What follows belongs to an exercise in optimizing a design on an open flow for small area; a production flow would make more cautious choices. The RTL was checked by simulation tests, not by an equivalence proof against the original design. The clock input has no modelled driver; a real chip could not lean on it and would need a root buffer or a full tree.

==> job 5734 <==
==> flow/design.v <==
module hex2seven_seg(
    input [3:0] hex,
    input CE,
    output [6:0] seven_segment
);
wire [6:0] temp;
assign temp =   {7{hex == 0}} & ~7'b0111111 | 
                {7{hex == 1}} & ~7'b0000110 | 
                {7{hex == 2}} & ~7'b1011011 |
                {7{hex == 3}} & ~7'b1001111 |
                {7{hex == 4}} & ~7'b1100110 |
                {7{hex == 5}} & ~7'b1101101 |
                {7{hex == 6}} & ~7'b1111101 |
                {7{hex == 7}} & ~7'b0000111 |
                {7{hex == 8}} & ~7'b1111111 |
                {7{hex == 9}} & ~7'b1101111 |
                {7{hex == 4'ha}} & ~7'b1110111 |
                {7{hex == 4'hb}} & ~7'b1111100 |
                {7{hex == 4'hc}} & ~7'b0111001 |
                {7{hex == 4'hd}} & ~7'b1011110 |
                {7{hex == 4'he}} & ~7'b1111001 |
                {7{hex == 4'hf}} & ~7'b1110001;
assign seven_segment =  {7{CE == 0}} | temp; 
endmodule
module chasi(
    input clk,
    input reset,
    input w_button2, w_button3, w_button4,
    output [6:0] ss1, ss3, ss4, ss5, ss6, ss7, ss8
);
reg __button2, __button3, __button4;
reg _button2, _button3, _button4;
wire button2 = ~_button2 & __button2;
wire button3 = ~_button3 & __button3;
wire button4 = ~_button4 & __button4;
always @(posedge clk) begin
    __button2 <= reset & ~w_button2;
    __button3 <= reset & ~w_button3;
    __button4 <= reset & ~w_button4;
    _button2 <= __button2;
    _button3 <= __button3;
    _button4 <= __button4;
end
reg [8:0] clock_counter;
wire [8:0] pc = clock_counter ^ 9'b010101010;
always @(posedge clk) clock_counter <= (~reset ? 9'b000000001 : {pc[7:0], pc[1] ^ pc[8] ^ (pc[0] & ~pc[4] & pc[7])}) ^ 9'b010101010;
wire tick = (~pc[0] & ~pc[2] & ~pc[3] & ~pc[4] & ~pc[5] & ~pc[6] & ~pc[7] & ~pc[8]);
reg active;
reg [6:0] counter;
always @(posedge clk) counter <= (~reset | ~active) ? 7'b0001101 : tick ? {counter[5:0], counter[1] ^ counter[6] ^ (counter[0] & ~counter[4])} : counter;
wire c99 = (~counter[0] & counter[1] & counter[2] & ~counter[3] & ~counter[6]);
reg [5:0] blink_counter;
always @(posedge clk) blink_counter <= ~reset ? 6'b101110 : tick ? {blink_counter[4:0], blink_counter[0] ^ blink_counter[5] ^ (~blink_counter[1] & blink_counter[2])} : blink_counter;
wire ev = tick & (blink_counter[0] & ~blink_counter[1] & blink_counter[4] & ~blink_counter[5]);
reg [1:0] change_counter;
always @(posedge clk) begin
    active <= ~reset | (active ^ button2);
    change_counter <= ~reset ? 2'd0 : button3 ? {change_counter[0], ~change_counter[0] & ~change_counter[1]} : change_counter;
end
wire sel0 = ~change_counter[0] & ~change_counter[1];
wire sel1 = change_counter[0];
wire sel2 = change_counter[1];
wire run_inc = tick & c99;
reg [1:0] blink_state;
reg sel_changed;
wire blank_on = blink_state[1] & ~blink_state[0];
wire clr_blink = ~reset | button4;
always @(posedge clk) begin
    blink_state[1] <= ~clr_blink & (blink_state[1] | (blink_state[0] & ev));
    blink_state[0] <= ~clr_blink & (blink_state[1] ? (active | ((blink_state[0] | sel_changed) ^ ev)) : (blink_state[0] | ev));
    sel_changed <= button3;
end
wire [2:0] blink;
assign blink[0] = ~blank_on | ~(sel_changed ? sel1 : sel0);
assign blink[1] = ~blank_on | ~(sel_changed ? sel2 : sel1);
assign blink[2] = ~blank_on | ~(sel_changed ? sel0 : sel2);
wire inc_s = active ? run_inc : sel0 & button4;
reg [3:0] sec0;
wire [3:0] sec0_succ = {((sec0[0] & sec0[1]) | (~sec0[1] & ~sec0[3]) | (~sec0[1] & sec0[2])), ((~sec0[0]) | (~sec0[2] & ~sec0[3])), ((sec0[1] & ~sec0[2]) | (~sec0[0] & sec0[1]) | (~sec0[1] & sec0[2])), ((sec0[2] & ~sec0[3]) | (~sec0[1] & sec0[3]))};
wire sec0_last = ((~sec0[2] & ~sec0[3]));
always @(posedge clk) sec0 <= ~reset ? 4'b1100 : inc_s ? sec0_succ : sec0;
wire inc_s1 = inc_s & sec0_last;
reg [2:0] sec1;
wire [2:0] sec1_succ = {((sec1[0])), ((sec1[2])), ((~sec1[1]))};
wire sec1_last = ((~sec1[0] & sec1[2]));
always @(posedge clk) sec1 <= ~reset ? 3'b010 : inc_s1 ? sec1_succ : sec1;
wire inc_m = active ? run_inc & sec0_last & sec1_last : sel1 & button4;
reg [3:0] min0;
wire [3:0] min0_succ = {((min0[0] & min0[1]) | (~min0[1] & ~min0[3]) | (~min0[1] & min0[2])), ((~min0[0]) | (~min0[2] & ~min0[3])), ((min0[1] & ~min0[2]) | (~min0[0] & min0[1]) | (~min0[1] & min0[2])), ((min0[2] & ~min0[3]) | (~min0[1] & min0[3]))};
wire min0_last = ((~min0[2] & ~min0[3]));
always @(posedge clk) min0 <= ~reset ? 4'b1100 : inc_m ? min0_succ : min0;
wire inc_m1 = inc_m & min0_last;
reg [2:0] min1;
wire [2:0] min1_succ = {((min1[0])), ((min1[2])), ((~min1[1]))};
wire min1_last = ((~min1[0] & min1[2]));
always @(posedge clk) min1 <= ~reset ? 3'b010 : inc_m1 ? min1_succ : min1;
wire inc_h = active ? run_inc & sec0_last & sec1_last & min0_last & min1_last : sel2 & button4;
wire hour0_is3 = ((~hour0[1] & hour0[2] & ~hour0[3]));
wire hour1_is2 = ((hour1[1]));
wire h23 = hour1_is2 & hour0_is3;
reg [3:0] hour0;
wire [3:0] hour0_succ = {((hour0[0] & hour0[1]) | (~hour0[1] & ~hour0[3]) | (~hour0[1] & hour0[2])), ((~hour0[0]) | (~hour0[2] & ~hour0[3])), ((hour0[1] & ~hour0[2]) | (~hour0[0] & hour0[1]) | (~hour0[1] & hour0[2])), ((hour0[2] & ~hour0[3]) | (~hour0[1] & hour0[3]))};
wire hour0_last = ((~hour0[2] & ~hour0[3]));
always @(posedge clk) hour0 <= ~reset ? 4'b1100 : inc_h ? (h23 ? 4'b1100 : hour0_succ) : hour0;
wire inc_h1 = inc_h & (hour0_last | h23);
reg [1:0] hour1;
wire [1:0] hour1_succ = {((hour1[0])), ((~hour1[0] & ~hour1[1]))};
wire hour1_last = ((hour1[1]));
always @(posedge clk) hour1 <= ~reset ? 2'b00 : inc_h1 ? hour1_succ : hour1;
assign ss3[0] = ~blink[0] | ((sec0[0] & sec0[1] & sec0[3]));
assign ss3[1] = ~blink[0] | ((~sec0[0] & sec0[1]));
assign ss3[2] = ~blink[0] | ((~sec0[0] & ~sec0[1] & ~sec0[2]));
assign ss3[3] = ~blink[0] | ((sec0[0] & sec0[1]));
assign ss3[4] = ~blink[0] | ((sec0[1] & sec0[3]) | (sec0[0] & ~sec0[3]));
assign ss3[5] = ~blink[0] | ((sec0[0] & sec0[2]) | (~sec0[0] & ~sec0[1] & ~sec0[2]));
assign ss3[6] = ~blink[0] | ((sec0[2] & sec0[3]) | (sec0[0] & sec0[1] & ~sec0[3]));
assign ss4[0] = ~blink[0] | ((~sec1[0] & ~sec1[1]) | (sec1[0] & sec1[1]));
assign ss4[1] = ~blink[0] | ((~sec1[0] & sec1[2]));
assign ss4[2] = ~blink[0] | ((sec1[0] & ~sec1[2]));
assign ss4[3] = ~blink[0] | ((~sec1[0] & ~sec1[1]) | (sec1[0] & sec1[1]));
assign ss4[4] = ~blink[0] | ((sec1[2]) | (~sec1[0] & ~sec1[1]));
assign ss4[5] = ~blink[0] | ((~sec1[1]));
assign ss4[6] = ~blink[0] | ((~sec1[0] & ~sec1[2]));
assign ss5[0] = ~blink[1] | ((min0[0] & min0[1] & min0[3]));
assign ss5[1] = ~blink[1] | ((~min0[0] & min0[1]));
assign ss5[2] = ~blink[1] | ((~min0[0] & ~min0[1] & ~min0[2]));
assign ss5[3] = ~blink[1] | ((min0[0] & min0[1]));
assign ss5[4] = ~blink[1] | ((min0[1] & min0[3]) | (min0[0] & ~min0[3]));
assign ss5[5] = ~blink[1] | ((min0[0] & min0[2]) | (~min0[0] & ~min0[1] & ~min0[2]));
assign ss5[6] = ~blink[1] | ((min0[2] & min0[3]) | (min0[0] & min0[1] & ~min0[3]));
assign ss6[0] = ~blink[1] | ((~min1[0] & ~min1[1]) | (min1[0] & min1[1]));
assign ss6[1] = ~blink[1] | ((~min1[0] & min1[2]));
assign ss6[2] = ~blink[1] | ((min1[0] & ~min1[2]));
assign ss6[3] = ~blink[1] | ((~min1[0] & ~min1[1]) | (min1[0] & min1[1]));
assign ss6[4] = ~blink[1] | ((min1[2]) | (~min1[0] & ~min1[1]));
assign ss6[5] = ~blink[1] | ((~min1[1]));
assign ss6[6] = ~blink[1] | ((~min1[0] & ~min1[2]));
assign ss7[0] = ~blink[2] | ((hour0[0] & hour0[1] & hour0[3]));
assign ss7[1] = ~blink[2] | ((~hour0[0] & hour0[1]));
assign ss7[2] = ~blink[2] | ((~hour0[0] & ~hour0[1] & ~hour0[2]));
assign ss7[3] = ~blink[2] | ((hour0[0] & hour0[1]));
assign ss7[4] = ~blink[2] | ((hour0[1] & hour0[3]) | (hour0[0] & ~hour0[3]));
assign ss7[5] = ~blink[2] | ((hour0[0] & hour0[2]) | (~hour0[0] & ~hour0[1] & ~hour0[2]));
assign ss7[6] = ~blink[2] | ((hour0[2] & hour0[3]) | (hour0[0] & hour0[1] & ~hour0[3]));
assign ss8[0] = ~blink[2] | ((hour1[0]));
assign ss8[1] = ~blink[2] | (1'b0);
assign ss8[2] = ~blink[2] | ((hour1[1]));
assign ss8[3] = ~blink[2] | ((hour1[0]));
assign ss8[4] = ~blink[2] | ((hour1[0]));
assign ss8[5] = ~blink[2] | ((hour1[0]) | (hour1[1]));
assign ss8[6] = ~blink[2] | ((~hour1[1]));
assign ss1[0] = ((change_counter[0]));
assign ss1[1] = (1'b0);
assign ss1[2] = ((change_counter[1]));
assign ss1[3] = ((change_counter[0]));
assign ss1[4] = ((change_counter[0]));
assign ss1[5] = ((change_counter[0]) | (change_counter[1]));
assign ss1[6] = ((~change_counter[1]));
endmodule
==> flow/flow/run.sh <==
#!/bin/bash
# Own layout flow: the standard flow (standard.sh) with three changes that only make the
# layout smaller:
#  - synthesis is the standard flow's own synthesis script, except that ABC maps with flow/abc.script
#    (area-oriented mapping, no delay-driven buffering or upsizing);
#  - ports are buffered with sky130_fd_sc_hd__buf_1 instead of the default buffer cell;
#  - clock tree synthesis uses small clock buffers and no dummy loads.
# Each tool's full output goes to the log files of ORFS (orfs/logs/...) and to make.log here.
set -euo pipefail
W=$PWD
cat > "$W/own_synth.tcl" <<EOF
proc abc {args} {
  set i [lsearch -exact \$args -script]
  if { \$i >= 0 } { lset args [expr { \$i + 1 }] $W/flow/abc.script }
  yosys abc {*}\$args
}
source $W/synth_recipe.tcl
EOF
CTS="-sink_clustering_enable -repair_clock_nets -dont_use_dummy_load"
bash "$W/standard.sh" \
  "SYNTH_SCRIPT=$W/own_synth.tcl" \
  "BUFFER_PORTS_ARGS=-buffer_cell sky130_fd_sc_hd__buf_1" \
  "CTS_ARGS=$CTS" \
  finish > "$W/make.log" 2>&1
==> flow/flow/abc.script <==
strash
dch -f
amap
topo
==> flow/standard.sh <==
#!/bin/bash
# synth_recipe.tcl (not shown) runs the flow's synth.tcl, then flattens the netlist and writes it again
# the make line also repeats each setting of config.mk as NAME=value (left out here)
make -C /OpenROAD-flow-scripts/flow DESIGN_CONFIG=/design/flow/config.mk WORK_HOME=/design/flow/orfs CLKGATE_MAP_FILE= SYNTH_SCRIPT=/design/flow/synth_recipe.tcl "${@:-finish}"
==> flow/config.mk <==
export PLATFORM = sky130hd
export DESIGN_NAME = chasi
export DESIGN_NICKNAME = chasi
export VERILOG_FILES = /design/flow/design.v
export SDC_FILE = /design/flow/constraint.sdc
export NUM_CORES = 4
export LEC_CHECK = 0
export ABC_AREA = 1
export CAP_MARGIN = 20
export CORE_MARGIN = 2
export CORE_UTILIZATION = 40
export SLEW_MARGIN = 20
==> flow/constraint.sdc <==
create_clock -name core_clock -period 10.0 [get_ports {clk}]
set_input_delay 2.0000 -clock core_clock [delete_from_list [all_inputs] [get_ports {clk}]]
set_output_delay 2.0000 -clock core_clock [all_outputs]
set_load 0.01 [all_outputs]
==> job 6534 (differences from job 5734) <==
--- a/flow/flow/run.sh
+++ b/flow/flow/run.sh
@@ -5,5 +5,7 @@
 #    (area-oriented mapping, no delay-driven buffering or upsizing);
 #  - ports are buffered with sky130_fd_sc_hd__buf_1 instead of the default buffer cell;
-#  - clock tree synthesis uses small clock buffers and no dummy loads.
+#  - after clock tree synthesis, flow/post_cts.tcl (POST_CTS_TCL) replaces the clock tree with
+#    four buffers fed from the clock port, each driving a cluster of flip-flops
+#    (flow/clock_tree.tcl).
 # Each tool's full output goes to the log files of ORFS (orfs/logs/...) and to make.log here.
 set -euo pipefail
@@ -22,3 +24,4 @@
   "BUFFER_PORTS_ARGS=-buffer_cell sky130_fd_sc_hd__buf_1" \
   "CTS_ARGS=$CTS" \
+  "POST_CTS_TCL=$W/flow/post_cts.tcl" \
   finish > "$W/make.log" 2>&1
==> flow/flow/clock_tree.tcl (new file) <==
# Build a two-level clock tree by hand: K leaf buffers, each driving a cluster of the flip-flops
# (k-means on their positions), fed either straight from the clock port or from one root buffer.
proc out_iterm { inst } {
  foreach it [$inst getITerms] {
    if { [$it isOutputSignal] } { return $it }
  }
  error "no output on [$inst getName]"
}
proc build_tree { K leaf_master root_master } {
  set block [ord::get_db_block]
  set db [ord::get_db]
  set clknet [$block findNet clk]
  set sinks {}
  foreach it [$clknet getITerms] {
    set i [$it getInst]
    set bb [$i getBBox]
    lappend sinks [list $it [expr {([$bb xMin] + [$bb xMax]) / 2}] [expr {([$bb yMin] + [$bb yMax]) / 2}]]
  }
  set n [llength $sinks]
  # initial centres: sinks sorted by x, evenly spaced
  set sorted [lsort -integer -index 1 $sinks]
  set cx {}; set cy {}
  for {set k 0} {$k < $K} {incr k} {
    set s [lindex $sorted [expr {int(($k + 0.5) * $n / $K)}]]
    lappend cx [lindex $s 1]; lappend cy [lindex $s 2]
  }
  for {set iter 0} {$iter < 30} {incr iter} {
    set asg {}
    foreach s $sinks {
      set best 0; set bd 1e30
      for {set k 0} {$k < $K} {incr k} {
        set d [expr {abs([lindex $s 1] - [lindex $cx $k]) + abs([lindex $s 2] - [lindex $cy $k])}]
        if {$d < $bd} { set bd $d; set best $k }
      }
      lappend asg $best
    }
    set nx {}; set ny {}
    for {set k 0} {$k < $K} {incr k} {
      set sx 0; set sy 0; set c 0
      foreach s $sinks a $asg { if {$a == $k} { set sx [expr {$sx + [lindex $s 1]}]; set sy [expr {$sy + [lindex $s 2]}]; incr c } }
      if {$c > 0} { lappend nx [expr {$sx / $c}]; lappend ny [expr {$sy / $c}] } else { lappend nx [lindex $cx $k]; lappend ny [lindex $cy $k] }
    }
    set cx $nx; set cy $ny
  }
  set lm [$db findMaster $leaf_master]
  if {$root_master ne "none"} {
    set rm [$db findMaster $root_master]
    set rnet [odb::dbNet_create $block clknet_root]
    $rnet setSigType CLOCK
    set rinst [odb::dbInst_create $block $rm clkbuf_root]
    set sx 0; set sy 0
    foreach x $cx y $cy { set sx [expr {$sx + $x}]; set sy [expr {$sy + $y}] }
    $rinst setLocation [expr {$sx / $K}] [expr {$sy / $K}]
    $rinst setPlacementStatus PLACED
    [$rinst findITerm A] connect $clknet
    [out_iterm $rinst] connect $rnet
    set feed $rnet
  } else {
    set feed $clknet
  }
  for {set k 0} {$k < $K} {incr k} {
    set net [odb::dbNet_create $block clknet_leaf_$k]
    $net setSigType CLOCK
    set inst [odb::dbInst_create $block $lm clkbuf_leaf_$k]
    $inst setLocation [expr {int([lindex $cx $k])}] [expr {int([lindex $cy $k])}]
    $inst setPlacementStatus PLACED
    foreach s $sinks a $asg {
      if {$a == $k} { set it [lindex $s 0]; $it disconnect; $it connect $net }
    }
    [$inst findITerm A] connect $feed
    [out_iterm $inst] connect $net
  }
  set cnt {}
  for {set k 0} {$k < $K} {incr k} { set c 0; foreach a $asg { if {$a == $k} { incr c } }; lappend cnt $c }
  puts "clock tree: $K leaves ($leaf_master), fanouts $cnt, root $root_master"
}

# Take out the clock tree that clock_tree_synthesis built (its buffers and their nets) and put
# every flip-flop clock pin back on the clock port's net.
proc remove_clock_tree { } {
  set block [ord::get_db_block]
  set clknet [$block findNet clk]
  set bufs {}
  set nets {}
  set sinks {}
  set todo [list $clknet]
  while { [llength $todo] } {
    set net [lindex $todo 0]
    set todo [lrange $todo 1 end]
    foreach it [$net getITerms] {
      if { [$it isOutputSignal] } { continue }
      set inst [$it getInst]
      set m [[$inst getMaster] getName]
      if { [regexp {__(clk)?buf_[0-9]+$} $m] } {
        lappend bufs $inst
        set o [out_iterm $inst]
        set onet [$o getNet]
        if { $onet ne "NULL" } { lappend nets $onet; lappend todo $onet }
      } else {
        lappend sinks $it
      }
    }
  }
  foreach it $sinks {
    if { [$it getNet] ne $clknet } { $it disconnect; $it connect $clknet }
  }
  foreach inst $bufs { odb::dbInst_destroy $inst }
  foreach net $nets { odb::dbNet_destroy $net }
  puts "removed [llength $bufs] clock buffers, [llength $sinks] clock sinks back on clk"
}
==> flow/flow/post_cts.tcl (new file) <==
# POST_CTS_TCL hook: replace the clock tree with a smaller one of the same shape (one level of
# buffers, each driving a cluster of nearby flip-flops, all fed from the clock port), then
# legalise the new buffers.
source [file join [file dirname [info script]] clock_tree.tcl]
remove_clock_tree
build_tree 4 sky130_fd_sc_hd__buf_6 none
detailed_placement
estimate_parasitics -placement
report_clock_skew
--- a/flow/config.mk
+++ b/flow/config.mk
@@ -9,4 +9,4 @@
 export CAP_MARGIN = 20
 export CORE_MARGIN = 2
-export CORE_UTILIZATION = 40
+export CORE_UTILIZATION = 70
 export SLEW_MARGIN = 20
==> qor.yml <==
worst_pin_slew_ps: 825
fin_ws_ps: 5780
dr_wl_met3_um: 167
status: "finished clean"
swShare: 0.235
grt_pass1_vias: 1801
hp-start: "__button3"
power_frac_clock: 0.295
clkbuf_count: 5
grt.total_usage: 0.154
vias_per_cell: 5.19
# the run above: job 5734

==> qor.yml <==
status: "finished clean"
fin_ws_ps: 5630
vias_per_cell: 5.66
dpl.cell_count: 378
worst_pin_slew_ps: 810
reg2reg_depth: 11
maxCapViolCount: 0
die_w_um: 61.6
finClkSkew_ps: 15.4
dr_wl_met3_um: 261
synthSimpleGateAreaFrac: 0.168
wl_per_cell_um: 12.1
cts_sinks: 54
# the run above: job 6534

In job 6534 the design's own scripts or RTL, not TritonCTS, make the clock network.

==> port drivers added, routing unchanged <==
How much do the figures lean on ideal ports? The routed layouts below were timed once more, with nothing changed but the port constraints.
Step 1 (the two cells are an assumption about what drives the block):
set clk [get_ports {clk}]
set_driving_cell -lib_cell sky130_fd_sc_hd__clkbuf_16 $clk
set_driving_cell -lib_cell sky130_fd_sc_hd__buf_2 [delete_from_list [all_inputs] $clk]
Step 2 also shifts input and output timing later by t, the mid clock arrival at the registers, as if the neighbouring blocks saw the same clock.
Three values: ideal, step 1, step 2; two values: the first two.
run	t, ns	setup WS [ns]	latest minus earliest clock arrival (ns)
job 5734	0.320	5.784 / 5.783 / 5.463	0.012 / 0.012
job 6534	0.169	5.630 / 5.658 / 5.489	0.016 / 0.017
After both steps every run listed still meets setup and hold. The setup slack of job 5734, which loses most, moves by -0.001 ns with the drivers and by -0.321 ns with both steps.
